From an optimization exercise on the open Yosys and OpenROAD flow, aimed at small area; shortcuts taken in it are not production practice. Only simulation tests tie the RTL to the original design; equivalence was not proved. In runs 2 to 5 the design's own scripts or RTL, not TritonCTS, make the clock network. The clock port is modelled as an ideal driver, which makes a skipped or thinned clock tree look cheaper than it is; a real chip needs a root buffer or a tree. No activity file was given, so power comes from the tool's default toggle rates.

==> flow/design.v <==
`timescale			    1ns/1ns
`default_nettype        none
module EF_PWM32(
    input wire          clk,
    input wire          rst_n,
    output wire         pwmA,
    output wire         pwmB,
    input wire [31:0]   cmpA,
    input wire [31:0]   cmpB,
    input wire [31:0]   top,
    input wire [ 3:0]   clkdiv,
    input wire          cntr_mode,
    input wire          enA,
    input wire          enB,
    input wire          invA,
    input wire          invB,
    input wire          en,
    input wire [11:0]   genA,
    input wire [11:0]   genB,
    input wire          cntr_we,
    input wire [31:0]   cntr_wdata,
    output wire [31:0]  cntr_value
);
    reg [3:0] pc;
    always @(posedge clk or negedge rst_n)
        if (!rst_n)  pc <= 4'b0;
        else if (en) pc <= pc + 4'b1;
    wire tick_n = pc[0] & (clkdiv[0] | (pc[1] & (clkdiv[1] | (pc[2] & (clkdiv[2] | (pc[3] & clkdiv[3]))))));
    reg clken;
    always @(posedge clk or negedge rst_n)
        if (!rst_n) clken <= 1'b0;
        else        clken <= en & tick_n;
    reg  [31:0] cntr;
    reg         dir;
    wire cmp_top  = (cntr == top);
    wire cmp_zero = ~|cntr;
    wire cmp_a    = (cntr == cmpA);
    wire cmp_b    = (cntr == cmpB);
    always @(posedge clk or negedge rst_n)
        if (!rst_n)        dir <= 1'b0;
        else if (cmp_zero) dir <= 1'b0;
        else if (cmp_top)  dir <= 1'b1;
    wire down = cntr_mode & dir;
    reg [31:0] carry;
    integer i;
    always @* begin
        carry[0] = clken;
        for (i = 1; i < 32; i = i + 1)
            carry[i] = carry[i-1] & (cntr[i-1] ^ down);
    end
    wire clr = clken & ~cntr_mode & cmp_top;
    wire [31:0] cnext = (cntr ^ carry) & {32{~clr}};
    always @(posedge clk or negedge rst_n)
        if (!rst_n)       cntr <= 32'b0;
        else if (cntr_we) cntr <= cntr_wdata;
        else              cntr <= cnext;
    wire e0 = cmp_zero;
    wire e1 = ~e0 & cmp_a & ~dir;
    wire e2 = ~e0 & ~e1 & cmp_b & ~dir;
    wire e3 = ~e0 & ~e1 & ~e2 & cmp_top;
    wire e4 = ~e0 & ~e1 & ~e2 & ~e3 & cmp_b & dir;
    wire e5 = ~e0 & ~e1 & ~e2 & ~e3 & ~e4 & cmp_a & dir;
    wire [1:0] actA = {2{clken & enA}} & (
        ({2{e0}} & genA[1:0]) | ({2{e1}} & genA[3:2]) | ({2{e2}} & genA[5:4]) |
        ({2{e3}} & genA[7:6]) | ({2{e4}} & genA[9:8]) | ({2{e5}} & genA[11:10]));
    wire [1:0] actB = {2{clken & enB}} & (
        ({2{e0}} & genB[1:0]) | ({2{e1}} & genB[3:2]) | ({2{e2}} & genB[5:4]) |
        ({2{e3}} & genB[7:6]) | ({2{e4}} & genB[9:8]) | ({2{e5}} & genB[11:10]));
    reg pwm_a, pwm_b;
    always @(posedge clk or negedge rst_n)
        if (!rst_n) begin
            pwm_a <= 1'b0;
            pwm_b <= 1'b0;
        end else begin
            pwm_a <= actA[0] ? ~(actA[1] & pwm_a) : (~actA[1] & pwm_a);
            pwm_b <= actB[0] ? ~(actB[1] & pwm_b) : (~actB[1] & pwm_b);
        end
    assign cntr_value = cntr;
    assign pwmA = pwm_a ^ invA;
    assign pwmB = pwm_b ^ invB;
endmodule
`timescale			1ns/1ns
`default_nettype	none
module EF_PWM32_apb (
	output	wire 		pwmA,
	output	wire 		pwmB,
	input	wire 		PCLK,
	input	wire 		PRESETn,
	input	wire [31:0]	PADDR,
	input	wire 		PWRITE,
	input	wire 		PSEL,
	input	wire 		PENABLE,
	input	wire [31:0]	PWDATA,
	output	wire [31:0]	PRDATA,
	output	wire 		PREADY
);
	reg	[31:0]	CMPA_REG;
	reg	[31:0]	CMPB_REG;
	reg	[31:0]	TOP_REG;
	reg	[3:0]	CLKDIV_REG;
	reg	[5:0]	CONTROL_REG;
	reg	[11:0]	GENA_REG;
	reg	[11:0]	GENB_REG;
	wire	[31:0]	cntr_value;
	wire		addr_ok	= ~|PADDR[15:5] & ~|PADDR[1:0];
	wire	[7:0]	sel	= {8{addr_ok}} & (8'b1 << PADDR[4:2]);
	wire		apb_we	= PSEL & PENABLE & PWRITE;
	wire	[7:0]	we	= {8{apb_we}} & sel;
	EF_PWM32 inst_to_wrap (
		.clk(PCLK),
		.rst_n(PRESETn),
		.pwmA(pwmA),
		.pwmB(pwmB),
		.cmpA(CMPA_REG),
		.cmpB(CMPB_REG),
		.top(TOP_REG),
		.clkdiv(CLKDIV_REG),
		.cntr_mode(CONTROL_REG[5]),
		.enA(CONTROL_REG[1]),
		.enB(CONTROL_REG[2]),
		.en(CONTROL_REG[0]),
		.invA(CONTROL_REG[3]),
		.invB(CONTROL_REG[4]),
		.genA(GENA_REG),
		.genB(GENB_REG),
		.cntr_we(we[7]),
		.cntr_wdata(PWDATA),
		.cntr_value(cntr_value)
	);
	always @(posedge PCLK or negedge PRESETn) if(~PRESETn) CMPA_REG <= 0; else if(we[0]) CMPA_REG <= PWDATA;
	always @(posedge PCLK or negedge PRESETn) if(~PRESETn) CMPB_REG <= 0; else if(we[1]) CMPB_REG <= PWDATA;
	always @(posedge PCLK or negedge PRESETn) if(~PRESETn) TOP_REG <= 0; else if(we[2]) TOP_REG <= PWDATA;
	always @(posedge PCLK or negedge PRESETn) if(~PRESETn) CLKDIV_REG <= 0; else if(we[3]) CLKDIV_REG <= PWDATA[3:0];
	always @(posedge PCLK or negedge PRESETn) if(~PRESETn) CONTROL_REG <= 0; else if(we[4]) CONTROL_REG <= PWDATA[5:0];
	always @(posedge PCLK or negedge PRESETn) if(~PRESETn) GENA_REG <= 0; else if(we[5]) GENA_REG <= PWDATA[11:0];
	always @(posedge PCLK or negedge PRESETn) if(~PRESETn) GENB_REG <= 0; else if(we[6]) GENB_REG <= PWDATA[11:0];
	assign	PRDATA =
			({32{sel[0]}} & CMPA_REG) |
			({32{sel[1]}} & CMPB_REG) |
			({32{sel[2]}} & TOP_REG) |
			({32{sel[3]}} & {28'd0, CLKDIV_REG}) |
			({32{sel[4]}} & {26'd0, CONTROL_REG}) |
			({32{sel[5]}} & {20'd0, GENA_REG}) |
			({32{sel[6]}} & {20'd0, GENB_REG}) |
			({32{sel[7]}} & cntr_value) |
			({32{~addr_ok}} & 32'hDEADBEEF);
	assign PREADY = 1'b1;
endmodule
==> flow/flow/run.sh <==
#!/bin/bash
# Standard ORFS layout with three changes to how it is made:
#  - an area-oriented ABC script for the combinational logic (registers are
#    mapped by the standard synthesis unchanged),
#  - port buffers of the smallest buffer cell,
#  - clock tree without dummy loads, built from small clock buffers.
set -euo pipefail
W=$PWD
rm -rf "$W/scripts_copy"
cp -r "$FLOW_HOME/scripts" "$W/scripts_copy"
cp "$W/flow/abc_area.script" "$W/scripts_copy/abc_area.script"
export SCRIPTS_DIR="$W/scripts_copy"
export BUFFER_PORTS_ARGS="-buffer_cell sky130_fd_sc_hd__buf_1"
export CTS_ARGS="-sink_clustering_enable -repair_clock_nets -dont_use_dummy_load -buf_list {sky130_fd_sc_hd__clkbuf_2 sky130_fd_sc_hd__clkbuf_4 sky130_fd_sc_hd__clkbuf_8}"
bash standard.sh > "$W/flow.log" 2>&1
==> flow/flow/abc_area.script <==
strash
dch
amap
mfs2
strash
dch
amap
mfs2
strash
dch
amap
mfs2
strash
dch
amap
topo
==> flow/standard.sh <==
#!/bin/bash
# synth_recipe.tcl (not shown) runs the flow's synth.tcl, then flattens the netlist and writes it again
# the make line also repeats each setting of config.mk as NAME=value (left out here)
make -C /OpenROAD-flow-scripts/flow DESIGN_CONFIG=/design/flow/config.mk WORK_HOME=/design/flow/orfs CLKGATE_MAP_FILE= SYNTH_SCRIPT=/design/flow/synth_recipe.tcl "${@:-finish}"
==> flow/config.mk <==
export PLATFORM = sky130hd
export DESIGN_NAME = EF_PWM32_apb
export DESIGN_NICKNAME = EF_PWM32_apb
export VERILOG_FILES = /design/flow/design.v
export SDC_FILE = /design/flow/constraint.sdc
export NUM_CORES = 4
export LEC_CHECK = 0
export ABC_AREA = 1
export CAP_MARGIN = 5
export CORE_MARGIN = 2
export CORE_UTILIZATION = 50
export SLEW_MARGIN = 5
==> flow/constraint.sdc <==
create_clock -name core_clock -period 10.0 [get_ports {PCLK}]
set_input_delay 2.0000 -clock core_clock [delete_from_list [all_inputs] [get_ports {PCLK}]]
set_output_delay 2.0000 -clock core_clock [all_outputs]
set_load 0.01 [all_outputs]
==> flow_metrics.tcl, run 1 <==
set metrics [dict create \
    hold_violations 0 \
    fin_crit_sh_pct 77.76 \
    start_util_pct 50.89 \
    core_um2 17240 \
    dieArea_um2 18620 \
    yosysUniqueCellTypes 37 \
    avgSynthCellArea_um2 8.788 \
    cp-start-kind "input port" \
    path_cells "buf_1, nor4_1, nand3_1, nor3_1, buf_4, clkinv_1, buf_4, or2_0, nor3_2, buf_4, clkinv_1, o22ai_1, a2111oi_0, o2111ai_1, buf_1" \
    cts_max_path_buffers 2 \
    numCtsBuffers 17 \
    cp_max_fo 20 \
    port_buffers 86 \
    endpoint_kind "output port" \
    fill_cells 1673 \
    dp_hpwl_um 25360 \
    outcome "complete, no violations" \
    worstPathArrival_ns 5.78 \
    multi_input_area_um2 3757 \
    fmax_mhz 128.6 \
    ant_nets 0 \
    async_reset_ff_share_pct 100.0 \
    synth-seq-area-share_pct 48.50 \
    cts_resized 0 \
    grt_start_max_net_pins 71 \
    insertion_delay_ns 0.48 \
    root_buffer "clkbuf_8" \
    grt_pass1_vias 8408 \
    irDropWorstVdd_mv 0.09818 \
    cts_sinks 170 \
    routed-via-count 9428 \
    viasPerCell 6.994 \
    finClkSkew_ns 0.03076 \
    finalNetCount 1195 \
    post_cts_buffers 0 \
    synthToLayoutAreaGrowth_pct 11.90 \
    period_needed_ns 7.776 \
    rsz0062_at_grt "false" \
    routed_wl_um 36370 \
    synth_area_leaders "dfrtp_1 (49%), o22ai_1 (17%), clkinv_1 (9.0%)" \
    yosysWarnings 2 \
    cp.required_ns 8.00 \
    drv_cap 0 \
    hold_start "inst_to_wrap.pc[2]" \
    seq_area_um2 4254 \
    cts.clk_slew.worst_paths_ns 0.09 \
    cts-htree-levels 4 \
    max_stage_delay_ns 0.81 \
    postCtsHoldBufs 0 \
    dieHeight_um 136.4 \
    synth_area_um2 8771 \
    grt_usage_pct 39.60 \
    synth_top_area_share_pct 48.50 \
    first_pass_iters 7 \
    num_io_pins 104 \
    maxSlewViolCount 0 \
    grt_pass1_wl_um 53270 \
    syn-num-nets 1068 \
    synth_edf_count 0 \
    drive_gt1_share_pct 4.274 \
    timing.rr.start "CONTROL_REG[5]" \
    cts_tree "done" \
    finalSetupViolations 0 \
    antenna_found_initial 0 \
    synth-seq-cells 170 \
    power_mw 1.215 \
    p_leak_nw 3.349 \
    antennaDiodeCount 0 \
    worstSetupPathType "in2out" \
    synth_largest_area_cell "dfrtp_1" \
    ys.flop_type "dfrtp_1" \
    synth_cells 998 \
    slowest_stage "clkinv_1" \
    overflow 0 \
    rows 48 \
    cp-startpoint "PADDR[10]" \
    place.gp.congestion 1.009 \
    worst_slew_pin_slew_ns 0.9724 \
    drcViolationCount 0 \
    crit_path_frequent_cell "buf_4" \
    drtIter0Drc 1273 \
    hold_path_class "reg2reg" \
    slew_headroom_pct 35.17 \
    wire_per_inst_um 26.98 \
    p_per_area_nw_per_um2 123.8 \
    die_w_um 136.4 \
    finalSetupTns_ns 0 \
]
==> flip-flops by register name, summed over array words and instances (netlist names) <==
name and cells:
CMPA_REG 32, CMPB_REG 32, TOP_REG 32, inst_to_wrap.cntr 32
GENA_REG 12, GENB_REG 12, CONTROL_REG 6, CLKDIV_REG 4
inst_to_wrap.pc 4, inst_to_wrap.clken 1, inst_to_wrap.dir 1, inst_to_wrap.pwm_a 1
inst_to_wrap.pwm_b 1
==> metrics by stage <==
| stage | setup slack (ns) | cells | area (um^2) | utilization [%] | hold WS, ns |
|---|---|---|---|---|---|
| finish | 2.224 | 1348 | 9814 | 56.94 | 0.5140 |
| global route | 2.041 | 1348 | 9814 | 56.94 | 0.5187 |
| CTS | 2.396 | 1348 | 9814 | 56.94 | 0.5120 |
| detailed placement | 2.412 | 1331 | 9580 | 55.58 | 0.4964 |
| global placement | 2.433 | 1331 | 9580 | 55.58 | 0.4842 |
| floorplan | 2.192 | 998 | 8771 | - | 0.4569 |
==> cells in the final DEF, fill, tap and decap left out, types with 18 or more instances in the layout <==
cell type	instances
clkinv_1	210
a21oi_1	18
nor4_1	19
o22ai_1	232
o21ai_0	74
dfrtp_1	170
a22oi_1	21
a221oi_1	23
nand2_1	36
buf_4	23
buf_1	85
nor2_1	69
o221ai_1	31
==> synthesized netlist by cell type (all sizes together), types with 3 or more instances <==
library cell,count
o22ai,232
clkinv,210
dfrtp,170
o21ai,74
nor2,72
nand2,36
o221ai,31
a221oi,23
a22oi,21
nor3,20
nor4,19
a21oi,18
a222oi,11
nand4,10
nand3,9
o2111ai,8
a2111o,3
a211oi,3
or2,3
==> path summary, 6_finish.rpt <==
path | end | slack (ns) | cells after the start
worst max-delay path | PRDATA[0] | 2.22 | 15
worst min-delay path | inst_to_wrap.pc[2] | 0.51 | 1
worst max register to register | inst_to_wrap.cntr[31] | 2.94 | 37
worst min register to register | inst_to_wrap.pc[2] | 0.51 | 1
max in group asynchronous | GENB_REG[0] | 6.93 | 2
min in group asynchronous | inst_to_wrap.cntr[24] | 1.61 | 1
==> power by group <==
group / total, mW / switching (mW) / internal, mW
Clock: 0.381 / 0.230 / 0.150
Combinational: 0.104 / 0.0728 / 0.0307
Sequential: 0.731 / 0.0309 / 0.700
==> critical path: cells and delay by family <==
family | cells | cell delay, ns
buf+inv | 7 | 1.95
simple gates | 5 | 1.06
compound gates | 3 | 0.75
==> layout make-up <==
cell class,instances,area share [%]
well taps,225,2.868
clock buffers,17,2.384
repair buffers,109,5.087
inverters,210,8.032
flip-flops and latches,170,43.35
multi-input cells,617,38.28
==> cells by family (layout without fill, tap and decap cells) <==
logic type | after synthesis | after routing | synth area share, %
AO/OA/AOI/OAI | 438 | 438 | 33.01
buffers and inverters | 211 | 336 | 9.073
AND/OR/NAND/NOR | 177 | 177 | 9.230
flip-flops | 170 | 170 | 48.50
other | 1 | 1 | 0.04275
adder cells (fa/ha/maj) | 1 | 1 | 0.1426
==> layer usage <==
| metal | vias up | routed length [um] | track usage [%] |
|---|---|---|---|
| met5 | - | 0 | 0 |
| met4 | 0 | 1271 | 12.79 |
| met3 | 110 | 4493 | 9.732 |
| met2 | 703 | 15490 | 57.48 |
| met1 | 4503 | 15120 | 58.07 |
| li1 | 4112 | - | - |
==> inputs of run 2 (changes only) <==
==> flow/flow/run.sh (replaced) <==
#!/bin/bash
# Standard ORFS layout with these changes to how it is made:
#  - an area-oriented ABC script for the combinational logic (registers are
#    mapped by the standard synthesis unchanged),
#  - port buffers of the smallest buffer cell,
#  - a two-level clock tree built by flow/mycts.tcl (one root buffer, a grid
#    of equal-size register groups each driven by one leaf buffer) in place
#    of TritonCTS; the rest of the CTS step (legalisation, repair) is kept.
set -euo pipefail
W=$PWD
rm -rf "$W/scripts_copy"
cp -r "$FLOW_HOME/scripts" "$W/scripts_copy"
cp "$W/flow/abc_area.script" "$W/scripts_copy/abc_area.script"
sed -i 's|^log_cmd clock_tree_synthesis {\*}$cts_args|source $::env(MYCTS_TCL)|' "$W/scripts_copy/cts.tcl"
grep -q 'MYCTS_TCL' "$W/scripts_copy/cts.tcl"
export SCRIPTS_DIR="$W/scripts_copy"
export BUFFER_PORTS_ARGS="-buffer_cell sky130_fd_sc_hd__buf_1"
export MYCTS_TCL="$W/flow/mycts.tcl"
export MYCTS_CLK=PCLK
export MYCTS_ROWS=5
export MYCTS_COLS=4
export MYCTS_LEAF=sky130_fd_sc_hd__clkbuf_4
export MYCTS_ROOT=sky130_fd_sc_hd__clkbuf_16
bash standard.sh > "$W/flow.log" 2>&1
==> flow/flow/mycts.tcl (new file) <==
# Two-level clock tree built by hand: the clock port drives one root buffer,
# which drives MYCTS_ROWS x MYCTS_COLS leaf buffers; each leaf drives a
# compact, equal-size group of the registers (grid partition by location).
proc mycts_build {} {
  set rows $::env(MYCTS_ROWS)
  set cols $::env(MYCTS_COLS)
  set leaf_cell $::env(MYCTS_LEAF)
  set root_cell $::env(MYCTS_ROOT)
  set db [ord::get_db]
  set block [ord::get_db_block]
  set clk [$block findNet $::env(MYCTS_CLK)]
  set sinks {}
  foreach it [$clk getITerms] {
    set inst [$it getInst]
    set loc [$inst getLocation]
    lappend sinks [list $it [lindex $loc 0] [lindex $loc 1]]
  }
  set n [llength $sinks]
  puts "mycts: $n sinks, $rows x $cols leaves of $leaf_cell, root $root_cell"
  set lm [$db findMaster $leaf_cell]
  set rm [$db findMaster $root_cell]
  # root buffer and net
  set rootnet [odb::dbNet_create $block clknet_root]
  $rootnet setSigType CLOCK
  set root [odb::dbInst_create $block $rm clkbuf_root]
  # split by y into rows, then each row by x
  set byy [lsort -integer -index 2 $sinks]
  set k 0
  set lx {}; set ly {}
  for {set r 0} {$r < $rows} {incr r} {
    set a [expr {($r * $n) / $rows}]
    set b [expr {(($r + 1) * $n) / $rows - 1}]
    set row [lsort -integer -index 1 [lrange $byy $a $b]]
    set m [llength $row]
    for {set c 0} {$c < $cols} {incr c} {
      set a2 [expr {($c * $m) / $cols}]
      set b2 [expr {(($c + 1) * $m) / $cols - 1}]
      set grp [lrange $row $a2 $b2]
      if {[llength $grp] == 0} continue
      set sx 0; set sy 0
      foreach s $grp { incr sx [lindex $s 1]; incr sy [lindex $s 2] }
      set cx [expr {$sx / [llength $grp]}]
      set cy [expr {$sy / [llength $grp]}]
      set net [odb::dbNet_create $block clknet_leaf_$k]
      $net setSigType CLOCK
      set buf [odb::dbInst_create $block $lm clkbuf_leaf_$k]
      $buf setLocation $cx $cy
      $buf setPlacementStatus PLACED
      [$buf findITerm A] connect $rootnet
      [$buf findITerm X] connect $net
      foreach s $grp {
        set it [lindex $s 0]
        $it disconnect
        $it connect $net
      }
      lappend lx $cx; lappend ly $cy
      incr k
    }
  }
  set sx 0; set sy 0
  foreach x $lx { incr sx $x }
  foreach y $ly { incr sy $y }
  $root setLocation [expr {$sx / $k}] [expr {$sy / $k}]
  $root setPlacementStatus PLACED
  [$root findITerm A] connect $clk
  [$root findITerm X] connect $rootnet
  puts "mycts: built $k leaf buffers"
}
mycts_build
set_propagated_clock [all_clocks]
--- a/flow/config.mk
+++ b/flow/config.mk
@@ -7,6 +7,6 @@
 export LEC_CHECK = 0
 export ABC_AREA = 1
-export CAP_MARGIN = 5
+export CAP_MARGIN = 20
 export CORE_MARGIN = 2
 export CORE_UTILIZATION = 50
-export SLEW_MARGIN = 5
+export SLEW_MARGIN = 20
==> flow_metrics.tcl, run 2 <==
set metrics [dict create \
    first_pass_iters 6 \
    cp_max_fo 20 \
    fill_cells 1682 \
    layout_common_cells "o22ai_1 (232), clkinv_1 (210), dfrtp_1 (170)" \
    synth_edf_count 0 \
    multi_input_area_um2 3757 \
    synth_area_um2 8771 \
    finalSetupViolations 0 \
    outcome "complete, no violations" \
    synth-seq-area-share_pct 48.50 \
    max_stage_delay_ns 0.79 \
    cts.clk_slew.worst_paths_ns 0.08 \
    die_w_um 136.4 \
    grtUsageMet1_pct 58.31 \
    yosysUniqueCellTypes 37 \
    finClkSkew_ns 0.02455 \
    hold_violations 0 \
    postCtsHoldBufs 0 \
    synth-seq-cells 170 \
    fmax_mhz 128.7 \
    synth.most_common_cell "o22ai_1" \
    syn-num-nets 1068 \
    irDropWorstVdd_mv 0.1224 \
    antennaDiodeCount 0 \
    period_needed_ns 7.771 \
    hold_ws_ns 0.5118 \
    drtIter0Drc 1208 \
    yosysWarnings 2 \
    avgSynthCellArea_um2 8.788 \
    synth_area_leaders "dfrtp_1 (49%), o22ai_1 (17%), clkinv_1 (9.0%)" \
    critPathBufInv 7 \
    finalNetCount 1199 \
    worst_slew_pin_slew_ns 1.006 \
    seq_area_um2 4254 \
    p_per_area_nw_per_um2 121.3 \
    cts_resized 0 \
    insertion_delay_ns 0.44 \
    dpl.cell_count 1331 \
    viasPerCell 6.944 \
    rows 48 \
    core_um2 17240 \
    synth_cells 998 \
    ant_nets 0 \
    grt_pass1_vias 8460 \
    start_util_pct 50.89 \
    dp_hpwl_um 25360 \
    dieHeight_um 136.4 \
    routed-via-count 9388 \
    slowest_stage "clkinv_1" \
    cp.required_ns 8.00 \
    worstPathArrival_ns 5.77 \
    routed_wl_um 36330 \
    hold_path_class "reg2reg" \
    endpoint_kind "output port" \
    num_io_pins 104 \
    post_cts_buffers 0 \
    cp-start-kind "input port" \
    grt_pass1_wl_um 53540 \
    grt_usage_pct 38.90 \
    slew_headroom_pct 32.49 \
    wire_per_inst_um 26.87 \
    dieArea_um2 18620 \
    drive_gt1_share_pct 4.614 \
    use_met3_pct 6.972 \
    final_common_cell "o22ai_1" \
    crit_path_frequent_cell "buf_4" \
    rsz0062_at_grt "false" \
    post_dp_cell_area_um2 9580 \
    grt_start_max_net_pins 71 \
    p_leak_nw 3.331 \
    ys.flop_type "dfrtp_1" \
    synth_top_area_share_pct 48.50 \
    synthTopCellsByCount "o22ai_1 (232), clkinv_1 (210), dfrtp_1 (170)" \
    async_reset_ff_share_pct 100.0 \
    drv_cap 0 \
    drcViolationCount 0 \
    antenna_found_initial 0 \
    cp_top_family "buffers and inverters" \
    fin_crit_sh_pct 77.71 \
    port_buffers 86 \
    synthToLayoutAreaGrowth_pct 11.23 \
    overflow 0 \
    place.gp.congestion 1.009 \
    maxSlewViolCount 0 \
    top_usage_layer "met1" \
    synth_largest_area_cell "dfrtp_1" \
    fin_cells 1352 \
    finalSetupTns_ns 0 \
    finalCoreUtilization_pct 56.60 \
    grtUsageMet2_pct 57.09 \
    final_area_um2 9756 \
    path_cells "buf_1, nor4_1, nand3_1, nor3_1, buf_4, clkinv_1, buf_4, or2_0, nor3_2, buf_4, clkinv_1, o22ai_1, a2111oi_0, o2111ai_1, buf_1" \
    worstSetupPathType "in2out" \
]
run 2: layout make-up:
class | count | share of cell area, %
tap | 225 | 2.886
buffer | 21 | 1.796
multi-input combinational | 617 | 38.51
sequential | 170 | 43.61
inverter | 210 | 8.080
timing repair buffer | 109 | 5.117
run 2: cell families after synthesis:
group | Yosys count | share of synthesized area, %
AO/OA/AOI/OAI | 438 | 33.01
adder cells (fa/ha/maj) | 1 | 0.1426
buffers and inverters | 211 | 9.073
flip-flops | 170 | 48.50
other | 1 | 0.04275
AND/OR/NAND/NOR | 177 | 9.230
run 2: power by group:
| part | total [mW] | internal [mW] | leakage, nW | switching (mW) |
|---|---|---|---|---|
| logic | 0.104 | 0.0307 | 1.45 | 0.0732 |
| registers | 0.731 | 0.700 | 1.78 | 0.0313 |
| clock network | 0.348 | 0.111 | 0.104 | 0.237 |
run 2: worst register-to-register path, delay by kind of cell, from the launching register on:
family,cells,cell delay (ns)
AO/OA/AOI/OAI,13,2.03
buffers and inverters,15,2.05
flip-flops,1,0.43
AND/OR/NAND/NOR,9,2.47
run 2: worst paths after layout:
path,cells after the start,end,start,slack (ns)
worst max-delay path,15,PRDATA[0],PADDR[10],2.23
worst min-delay path,1,inst_to_wrap.pc[2],inst_to_wrap.pc[2],0.51
worst max register to register,37,inst_to_wrap.cntr[31],CONTROL_REG[5],2.94
worst min register to register,1,inst_to_wrap.pc[2],inst_to_wrap.pc[2],0.51
max in group asynchronous,2,inst_to_wrap.pc[2],PRESETn,6.89
min in group asynchronous,1,CMPB_REG[24],PRESETn,1.65
run 2: per-layer routing:
| layer | share of wire (%) | vias up | wire (um) |
|---|---|---|---|
| met2 | 42 | 710 | 15230 |
| met5 | 0 | - | 0 |
| li1 | - | 4120 | - |
| met3 | 13 | 110 | 4667 |
| met4 | 4.1 | 0 | 1476 |
| met1 | 41 | 4448 | 14960 |
run 2: per-stage QoR:
stage	setup WS [ns]	total power, mW
final	2.229	1.184
after floorplan	2.192	0.7827
after global routing	2.046	1.217
after global placement	2.433	0.8438
after CTS	2.396	1.178
after detailed placement	2.412	0.8432
==> inputs of run 3 (changes only) <==
--- a/flow/flow/run.sh
+++ b/flow/flow/run.sh
@@ -18,7 +18,7 @@
 export MYCTS_TCL="$W/flow/mycts.tcl"
 export MYCTS_CLK=PCLK
-export MYCTS_ROWS=5
+export MYCTS_ROWS=6
 export MYCTS_COLS=4
 export MYCTS_LEAF=sky130_fd_sc_hd__clkbuf_4
-export MYCTS_ROOT=sky130_fd_sc_hd__clkbuf_16
+export MYCTS_ROOT=sky130_fd_sc_hd__clkbuf_8
 bash standard.sh > "$W/flow.log" 2>&1
==> flow/flow/abc_area.script (replaced) <==
strash
dch
map -a
mfs2
strash
dch
map -a
mfs2
strash
dch
map -a
mfs2
strash
dch
map -a
mfs2
strash
dch
map -a
mfs2
strash
dch
amap
topo
==> flow_metrics.tcl, run 3 <==
set metrics [dict create \
    finalSetupTns_ns 0 \
    antennaDiodeCount 0 \
    p_int_uw 857.3 \
    finalSetupViolations 0 \
    p_per_area_nw_per_um2 125.1 \
    insertion_delay_ns 0.57 \
    num_io_pins 104 \
    dpl.cell_count 1336 \
    dieArea_um2 18650 \
    endpoint_kind "output port" \
    finalNetCount 1208 \
    port_buffers 86 \
    fin_crit_sh_pct 74.12 \
    drv_cap 0 \
    drcViolationCount 0 \
    worst_slew_pin_slew_ns 1.019 \
    routed-via-count 9494 \
    grt_usage_pct 39.52 \
    cp.required_ns 8.00 \
    synth_area_leaders "dfrtp_1 (48%), o22ai_1 (16%), clkinv_1 (9.1%)" \
    worstPathArrival_ns 5.41 \
    fmax_mhz 134.9 \
    synth_area_um2 8788 \
    cp-start-kind "input port" \
    ant_nets 0 \
    cts.clk_slew.worst_paths_ns 0.08 \
    p_sw_uw 363.6 \
    core_um2 17240 \
    drive_gt1_share_pct 4.577 \
    worstSetupPathType "in2out" \
    layout_common_cells "o22ai_1 (226), clkinv_1 (214), dfrtp_1 (170)" \
    synth-seq-area-share_pct 48.41 \
    yosysUniqueCellTypes 35 \
    dp_hpwl_um 24730 \
    ys.flop_type "dfrtp_1" \
    first_pass_iters 6 \
    viasPerCell 6.976 \
    fin_cells 1361 \
    cts_resized 0 \
    p_leak_nw 3.325 \
    rsz0062_at_grt "false" \
    grt_start_max_net_pins 77 \
    avgSynthCellArea_um2 8.745 \
    hold_path_class "reg2reg" \
    maxSlewViolCount 0 \
    irDropWorstVdd_mv 0.1180 \
    syn-num-nets 1075 \
    grt_pass1_wl_um 54640 \
    overflow 0 \
    period_needed_ns 7.412 \
    p_clk_share_pct 30.0 \
    post_cts_buffers 0 \
    hold_violations 0 \
    yosysWarnings 2 \
    synth_largest_area_cell "dfrtp_1" \
    synth-seq-cells 170 \
    postCtsHoldBufs 0 \
    async_reset_ff_share_pct 100.0 \
    combPwrFrac_pct 10.0 \
    final_common_cell "o22ai_1" \
    synth.most_common_cell "o22ai_1" \
    cp_max_fo 18 \
    routed_wl_um 36700 \
    dieHeight_um 136.6 \
    synthTopCellsByCount "o22ai_1 (226), clkinv_1 (214), dfrtp_1 (170)" \
    outcome "complete, no violations" \
    synth_cells 1005 \
    seqPwrFrac_pct 60.1 \
    rows 48 \
    synthToLayoutAreaGrowth_pct 11.03 \
    synth_edf_count 0 \
    p_sw_share_pct 29.78 \
    synth_top_area_share_pct 48.41 \
    slew_headroom_pct 32.09 \
    start_util_pct 50.99 \
    place.gp.congestion 0.9830 \
    antenna_found_initial 0 \
    die_w_um 136.6 \
    drtIter0Drc 1156 \
    grt_pass1_vias 8928 \
    finClkSkew_ns 0.02176 \
    wire_per_inst_um 26.96 \
]
run 3: changes by cell type after synthesis, sizes merged, moves of 3 or more:
cell     delta
a2111oi     +4
a21oi      +23
a222oi      -3
a22oi       -4
clkinv      +4
nand2      -10
nor4        -3
o211ai      +9
o21ai       -4
o22ai       -6
run 3: cell type report:
type / count / area (um^2)
tap: 225 / 281.5
sequential: 170 / 4254
multi-input combinational: 620 / 3741
buffer: 25 / 193.9
timing repair buffer: 107 / 484.2
fill: 1670 / 7478
inverter: 214 / 803.3
run 3: metal layers:
| layer | wire length (um) | vias up | track usage (%) |
|---|---|---|---|
| met5 | 0 | - | 0 |
| met4 | 1523 | 0 | 12.67 |
| met3 | 4482 | 120 | 9.815 |
| met2 | 15660 | 676 | 58.53 |
| met1 | 15030 | 4536 | 56.99 |
| li1 | - | 4162 | - |
run 3: final timing paths:
path	startpoint	end	slack, ns	depth (start not counted)
max in group asynchronous	PRESETn	CMPA_REG[20]	7.11	2
max reg2reg	CONTROL_REG[5]	inst_to_wrap.cntr[31]	2.76	28
max	PADDR[12]	PRDATA[11]	2.59	13
min reg2reg	inst_to_wrap.pc[2]	inst_to_wrap.pc[2]	0.51	1
min	inst_to_wrap.pc[2]	inst_to_wrap.pc[2]	0.51	1
min in group asynchronous	PRESETn	GENB_REG[11]	1.44	1
run 3: per-stage QoR:
step	area [um^2]	utilization, %	power (mW)	worst slack (ns)	hold WS, ns
after global routing	9758	56.61	1.261	2.270	0.5435
after global placement	9559	55.46	0.8609	2.798	0.4913
after CTS	9758	56.61	1.214	2.777	0.5059
after detailed placement	9564	55.49	0.8640	2.787	0.4928
after floorplan	8788	-	0.7976	2.873	0.4564
final	9758	56.61	1.221	2.588	0.5056
run 3: power by group through the flow:
stage / Clock, mW / Combinational (mW) / Sequential [mW]
3_5_place_dp: 0 / 0.119 / 0.745
3_3_place_gp: 0 / 0.118 / 0.743
4_1_cts: 0.363 / 0.120 / 0.731
5_1_grt: 0.393 / 0.134 / 0.735
2_1_floorplan: 0 / 0.0647 / 0.733
6_report: 0.366 / 0.122 / 0.733
run 3: cell families (layout without fill, tap and decap cells):
family | after synthesis | in the layout | share of synthesized area (%)
compound gates | 453 | 453 | 33.67
buf+inv | 215 | 346 | 9.226
flops | 170 | 170 | 48.41
simple gates | 165 | 165 | 8.514
fa+ha+maj | 1 | 1 | 0.1423
other cells | 1 | 1 | 0.04267
run 3: worst max-delay path, stage by stage:
cell,delay (ns)
buf_1,0.07
nor4_1,0.28
nand4_1,0.12
buf_4,0.25
nor2_1,0.29
clkinv_1,0.18
nor3_2,0.12
buf_4,0.35
clkinv_1,0.86
o22ai_1,0.43
a211oi_1,0.12
o211ai_1,0.15
buf_1,0.18
==> inputs of run 4 (changes only) <==
--- a/flow/config.mk
+++ b/flow/config.mk
@@ -9,4 +9,5 @@
 export CAP_MARGIN = 20
 export CORE_MARGIN = 2
-export CORE_UTILIZATION = 50
+export CORE_UTILIZATION = 60
+export PLACE_DENSITY = 0.7
 export SLEW_MARGIN = 20
==> flow_metrics.tcl, run 4 <==
set metrics [dict create \
    outcome "complete, no violations" \
    dp_hpwl_um 23400 \
    hold_start "inst_to_wrap.pc[3]" \
    core_um2 14420 \
    wire_per_inst_um 26.39 \
    slowest_stage "nand4_1" \
    cp.required_ns 8.00 \
    fill_cells 1275 \
    setup_ws_ns 1.763 \
    routed-via-count 9588 \
    synthTopCellsByCount "o22ai_1 (226), clkinv_1 (214), dfrtp_1 (170)" \
    synth-seq-area-share_pct 48.41 \
    yosysUniqueCellTypes 35 \
    p_per_area_nw_per_um2 124.5 \
    cts_resized 0 \
    r2r_setup_slack_ns 3.53 \
    drv_cap 0 \
    postCtsHoldBufs 0 \
    post_cts_buffers 0 \
    post-place-ws_ns 2.071 \
    cp-start-kind "input port" \
    whs_path_depth 1 \
    worstPathArrival_ns 6.24 \
    finalSetupViolations 0 \
    die_w_um 125.0 \
    yosysWarnings 2 \
    synth_top_area_share_pct 48.41 \
    synth_largest_area_cell "dfrtp_1" \
    antenna_found_initial 2 \
    grt_start_max_net_pins 76 \
    cp_top_family "simple AND/OR/NAND/NOR gates" \
    critPathBufInv 5 \
    seq_area_um2 4254 \
    synth.most_common_cell "o22ai_1" \
    drtIter0Drc 1512 \
    layout_common_cells "o22ai_1 (226), clkinv_1 (214), dfrtp_1 (170)" \
    num_io_pins 104 \
    synth_edf_count 0 \
    ys.flop_type "dfrtp_1" \
    drive_gt1_share_pct 4.489 \
    slew_headroom_pct 26.22 \
    async_reset_ff_share_pct 100.0 \
    multi_input_area_um2 3736 \
    first_pass_iters 10 \
    endpoint_kind "output port" \
    max_stage_delay_ns 0.90 \
    grt_pass1_vias 9341 \
    finClkSkew_ns 0.02159 \
    synthToLayoutAreaGrowth_pct 10.39 \
    rows 44 \
    drcViolationCount 0 \
    synth_area_leaders "dfrtp_1 (48%), o22ai_1 (16%), clkinv_1 (9.1%)" \
    insertion_delay_ns 0.56 \
    routed_wl_um 34830 \
    start_util_pct 60.93 \
    rsz0062_at_grt "false" \
    antennaDiodeCount 0 \
    maxSlewViolCount 0 \
    path_cells "buf_1, nor4_1, nand4_1, nor2_1, clkinv_1, nor3_2, buf_4, clkinv_1, o22ai_1, nor4_1, o221ai_1, buf_1" \
    hold-path-endpoint "inst_to_wrap.pc[3]" \
    p_leak_nw 3.325 \
    fmax_mhz 121.4 \
    fin_crit_sh_pct 82.37 \
    worstSetupPathType "in2out" \
    timing.rr.end "inst_to_wrap.cntr[31]" \
    final_common_cell "o22ai_1" \
    synth_cells 1005 \
    timing.rr.start "CONTROL_REG[5]" \
    synth-seq-cells 170 \
    dieHeight_um 125.0 \
    ant_nets 0 \
    worst_slew_pin_slew_ns 1.103 \
    overflow 0 \
    cp_max_fo 18 \
    finalSetupTns_ns 0 \
    finalNetCount 1208 \
    port_buffers 86 \
    cts.clk_slew.worst_paths_ns 0.09 \
    grt_pass1_wl_um 53990 \
    hold_path_class "reg2reg" \
    hold_violations 0 \
    place.gp.congestion 1.020 \
    viasPerCell 7.264 \
    r2r_cells 29 \
    avgSynthCellArea_um2 8.745 \
    period_needed_ns 8.237 \
    synth_area_um2 8788 \
    dieArea_um2 15630 \
    grt_usage_pct 44.25 \
    syn-num-nets 1075 \
    irDropWorstVdd_mv 0.09791 \
]
## run 4: cell counts after synthesis
No cell type changed its count.
## run 4: power by group
part           internal (mW)  switching [mW]
logic                 0.0379          0.0823
clock network          0.118           0.238
registers              0.701          0.0300
total                  0.857           0.350
## run 4: metrics by stage
| step | hold slack, ns | area, um^2 | power (mW) | std cells | util [%] |
|---|---|---|---|---|---|
| CTS | 0.5022 | 9702 | 1.193 | 1320 | 67.26 |
| global route | 0.5314 | 9702 | 1.244 | 1320 | 67.26 |
| global placement | 0.4858 | 9508 | 0.8569 | 1295 | 65.92 |
| finish | 0.5020 | 9702 | 1.208 | 1320 | 67.26 |
| floorplan | 0.4564 | 8788 | 0.7976 | 1005 | - |
| detailed placement | 0.4901 | 9508 | 0.8590 | 1295 | 65.92 |
## run 4: worst max path at each step
stage	from	endpoint	slack [ns]	depth (start not counted)
5_1_grt	PADDR[12]	PRDATA[0]	1.63	12
2_1_floorplan	PADDR[12]	PRDATA[0]	2.87	9
3_3_place_gp	PADDR[12]	PRDATA[0]	2.10	12
6_report	PADDR[12]	PRDATA[0]	1.76	12
3_5_place_dp	PADDR[12]	PRDATA[0]	2.07	12
4_1_cts	PADDR[12]	PRDATA[0]	2.06	12
## run 4: cells by family after synthesis
logic type               after synthesis  share of synthesized area [%]
AND/OR/NAND/NOR                      165                          8.514
other                                  1                        0.04267
flip-flops                           170                          48.41
AO/OA/AOI/OAI                        453                          33.67
adder cells (fa/ha/maj)                1                         0.1423
buffers and inverters                215                          9.226
## run 4: routing by layer
metal	GRT usage, %	wire [um]	vias to the layer above
met5	0	15	-
met4	20.00	2199	2
met3	12.75	5073	177
met2	63.71	14360	797
met1	62.64	13190	4482
li1	-	-	4130
## run 4: layout make-up
class	count	area share, %
Sequential cell	170	43.85
Multi-Input combinational cell	620	38.51
Inverter	214	8.280
Timing Repair Buffer	107	4.991
Tap cell	184	2.373
Buffer	25	1.999
==> inputs of run 5 (changes only) <==
--- a/flow/flow/run.sh
+++ b/flow/flow/run.sh
@@ -7,4 +7,6 @@
 #    of equal-size register groups each driven by one leaf buffer) in place
 #    of TritonCTS; the rest of the CTS step (legalisation, repair) is kept.
+#  - power recovery (downsizing of gates off the critical paths) after
+#    global routing, through ORFS's RECOVER_POWER.
 set -euo pipefail
 W=$PWD
@@ -16,4 +18,5 @@
 export SCRIPTS_DIR="$W/scripts_copy"
 export BUFFER_PORTS_ARGS="-buffer_cell sky130_fd_sc_hd__buf_1"
+export RECOVER_POWER=100
 export MYCTS_TCL="$W/flow/mycts.tcl"
 export MYCTS_CLK=PCLK
==> flow_metrics.tcl, run 5 <==
set metrics [dict create \
    drtIter0Drc 1475 \
    cp-start-kind "input port" \
    drv_cap 10 \
    path_cells "buf_1, nor4_1, nand4_1, clkinv_1, clkbuf_1, nand2_1, nor2_1, buf_4, clkinv_1, o22ai_1, nor4_1, o221ai_1, buf_1" \
    cp_max_fo 17 \
    synth_top_area_share_pct 48.41 \
    finalSetupTns_ns 0 \
    synth_top_family_by_area "compound AO/OA/AOI/OAI gates" \
    hold-path-endpoint "inst_to_wrap.pc[3]" \
    synth_area_um2 8788 \
    grt_usage_pct 44.25 \
    synth_fa_ha_area_share_pct 0.1424 \
    yosysWarnings 2 \
    hold_violations 0 \
    synth-seq-cells 170 \
    cp.required_ns 8.00 \
    worstSetupPathType "in2out" \
    core_um2 14420 \
    setup_ws_ns 1.144 \
    maxSlewViolCount 409 \
    dieHeight_um 125.0 \
    dieArea_um2 15630 \
    routed_wl_um 34860 \
    post_dp_cell_area_um2 9508 \
    p_clk_share_pct 29.6 \
    synth-seq-area-share_pct 48.41 \
    synth_area_leaders "dfrtp_1 (48%), o22ai_1 (16%), clkinv_1 (9.1%)" \
    combPwrFrac_pct 9.9 \
    drive_gt1_share_pct 2.905 \
    yosys.area_share.simple_pct 8.514 \
    whs_path_depth 1 \
    antenna_found_initial 2 \
    hold_ws_ns 0.5014 \
    rsz0062_at_grt "false" \
    slew_headroom_pct -179.5 \
    wire_per_inst_um 26.41 \
    synth.most_common_cell "o22ai_1" \
    fill_cells 1296 \
    async_reset_ff_share_pct 100.0 \
    final_common_cell "o22ai_1" \
    p_leak_nw 3.269 \
    failed_checks "capacitance limit, slew limit" \
    max_stage_delay_ns 0.94 \
    irDropWorstVdd_mv 0.09800 \
    dp_hpwl_um 23400 \
    grt_pass1_wl_um 53990 \
    post_cts_buffers 0 \
    dpl.cell_count 1295 \
    period_needed_ns 8.856 \
    r2r_cells 28 \
    num_io_pins 104 \
    p_sw_share_pct 29.11 \
    ys.flop_type "dfrtp_1" \
    worstPathArrival_ns 6.86 \
    grt_pass1_vias 9341 \
    antennaDiodeCount 0 \
    timing.rr.end "inst_to_wrap.cntr[31]" \
    finalSetupViolations 0 \
    insertion_delay_ns 0.56 \
    synth.mux.area_fraction_pct 0 \
    place.gp.congestion 1.020 \
    synth_cells 1005 \
    port_buffers 86 \
    timing.rr.start "inst_to_wrap.dir" \
    synth_xor_area_share_pct 0 \
    syn-num-nets 1075 \
    final_area_um2 9635 \
    synth-compound-area-share_pct 33.67 \
    fin_crit_sh_pct 88.56 \
    outcome "finished with violations" \
    ant_nets 0 \
    p_int_uw 856.9 \
    first_pass_iters 6 \
    yosysUniqueCellTypes 35 \
    rows 44 \
    drcViolationCount 0 \
    start_util_pct 60.93 \
    postCtsHoldBufs 0 \
    finClkSkew_ns 0.02542 \
    grt_start_max_net_pins 76 \
    synth_largest_area_cell "dfrtp_1" \
    die_w_um 125.0 \
    cts_resized 0 \
    r2r_setup_slack_ns 3.54 \
    synth_edf_count 0 \
    finalCoreUtilization_pct 66.80 \
    p_sw_uw 351.9 \
    hold_start "inst_to_wrap.pc[3]" \
    p_per_area_nw_per_um2 125.4 \
    cts.clk_slew.worst_paths_ns 0.08 \
    endpoint_kind "output port" \
    power_mw 1.209 \
    overflow 0 \
    synthTopCellsByCount "o22ai_1 (226), clkinv_1 (214), dfrtp_1 (170)" \
    fmax_mhz 112.9 \
    seqPwrFrac_pct 60.6 \
    routed-via-count 9601 \
    slowest_stage "clkbuf_1" \
    fin_cells 1320 \
    viasPerCell 7.273 \
    worst_slew_pin_slew_ns 4.192 \
    avgSynthCellArea_um2 8.745 \
    hold_path_class "reg2reg" \
    finalNetCount 1208 \
    post-place-ws_ns 2.071 \
    layout_common_cells "o22ai_1 (226), clkinv_1 (214), dfrtp_1 (170)" \
    synthToLayoutAreaGrowth_pct 9.638 \
]
[run 5: changes by cell type in the layout (fill, tap and decap cells not counted), sizes merged]
cell    delta
buf       -14
clkbuf    +14
[run 5: cell type report]
class | instances | area (um^2) | share of cell area (%)
flip-flops and latches | 170 | 4254 | 44.15
multi-input cells | 620 | 3726 | 38.67
repair buffers | 107 | 427.9 | 4.441
plain buffers | 25 | 193.9 | 2.013
well taps | 184 | 230.2 | 2.389
inverters | 214 | 803.3 | 8.337
[run 5: worst max path at each step]
stage	start	end	slack [ns]	depth (start not counted)
floorplan	PADDR[12]	PRDATA[0]	2.87	9
global placement	PADDR[12]	PRDATA[0]	2.10	12
detailed placement	PADDR[12]	PRDATA[0]	2.07	12
CTS	PADDR[12]	PRDATA[0]	2.06	12
global route	PADDR[12]	PRDATA[2]	1.17	13
finish	PADDR[8]	PRDATA[2]	1.14	13
[run 5: power by group through the flow]
stage          clock [mW]  sequential (mW)  combinational [mW]
2_1_floorplan           0            0.733              0.0647
3_3_place_gp            0            0.742               0.115
3_5_place_dp            0            0.743               0.116
4_1_cts             0.348            0.729               0.117
5_1_grt             0.379            0.733               0.132
6_report            0.357            0.732               0.119
[run 5: kinds of logic (layout without fill, tap and decap cells)]
| family | count (synthesis) | after routing |
|---|---|---|
| other | 1 | 1 |
| flip-flops | 170 | 170 |
| AO/OA/AOI/OAI | 453 | 453 |
| buffers and inverters | 215 | 346 |
| AND/OR/NAND/NOR | 165 | 165 |
| adder cells (fa/ha/maj) | 1 | 1 |
[run 5: layer usage]
| layer | part of all wire [%] | vias up | track usage, % |
|---|---|---|---|
| li1 | - | 4145 | - |
| met1 | 38 | 4462 | 62.64 |
| met2 | 41 | 827 | 63.71 |
| met3 | 15 | 165 | 12.75 |
| met4 | 5.8 | 2 | 20.00 |
| met5 | 0.043 | - | 0 |
[run 5: worst max-delay path: cells and delay by family]
family,cells,cell delay (ns)
buf+inv,6,2.51
simple gates,5,1.63
compound gates,2,0.70

-- static timing again, ports no longer ideal --
Ports are ideal in the flow. The routed layouts listed here were re-timed in OpenROAD.
Step 1, drivers: a clkbuf_16 drives PCLK and a buf_2 each remaining input, both assumed.
Step 2 moves the port delays by t, midway between the first and last clock arrival at a register: inputs arrive t later, outputs are due t later. That takes back most of the time a late clock gives input paths.
Slacks: ideal / step 1 / step 2; pairs: ideal / step 1.
run | shift t [ns] | setup WS [ns] | worst register clock-pin slew, ns | worst data-port slew with drivers (ns)
run 1 | 0.504 | 2.224 / 2.205 / 2.205 | 0.09 / 0.09 | 0.03
run 2 | 0.476 | 2.229 / 2.209 / 2.209 | 0.11 / 0.11 | 0.03
run 3 | 0.603 | 2.588 / 2.567 / 2.567 | 0.10 / 0.10 | 0.03
run 4 | 0.592 | 1.763 / 1.739 / 1.739 | 0.10 / 0.10 | 0.03
run 5 | 0.590 | 1.144 / 1.120 / 1.120 | 0.11 / 0.11 | 0.03
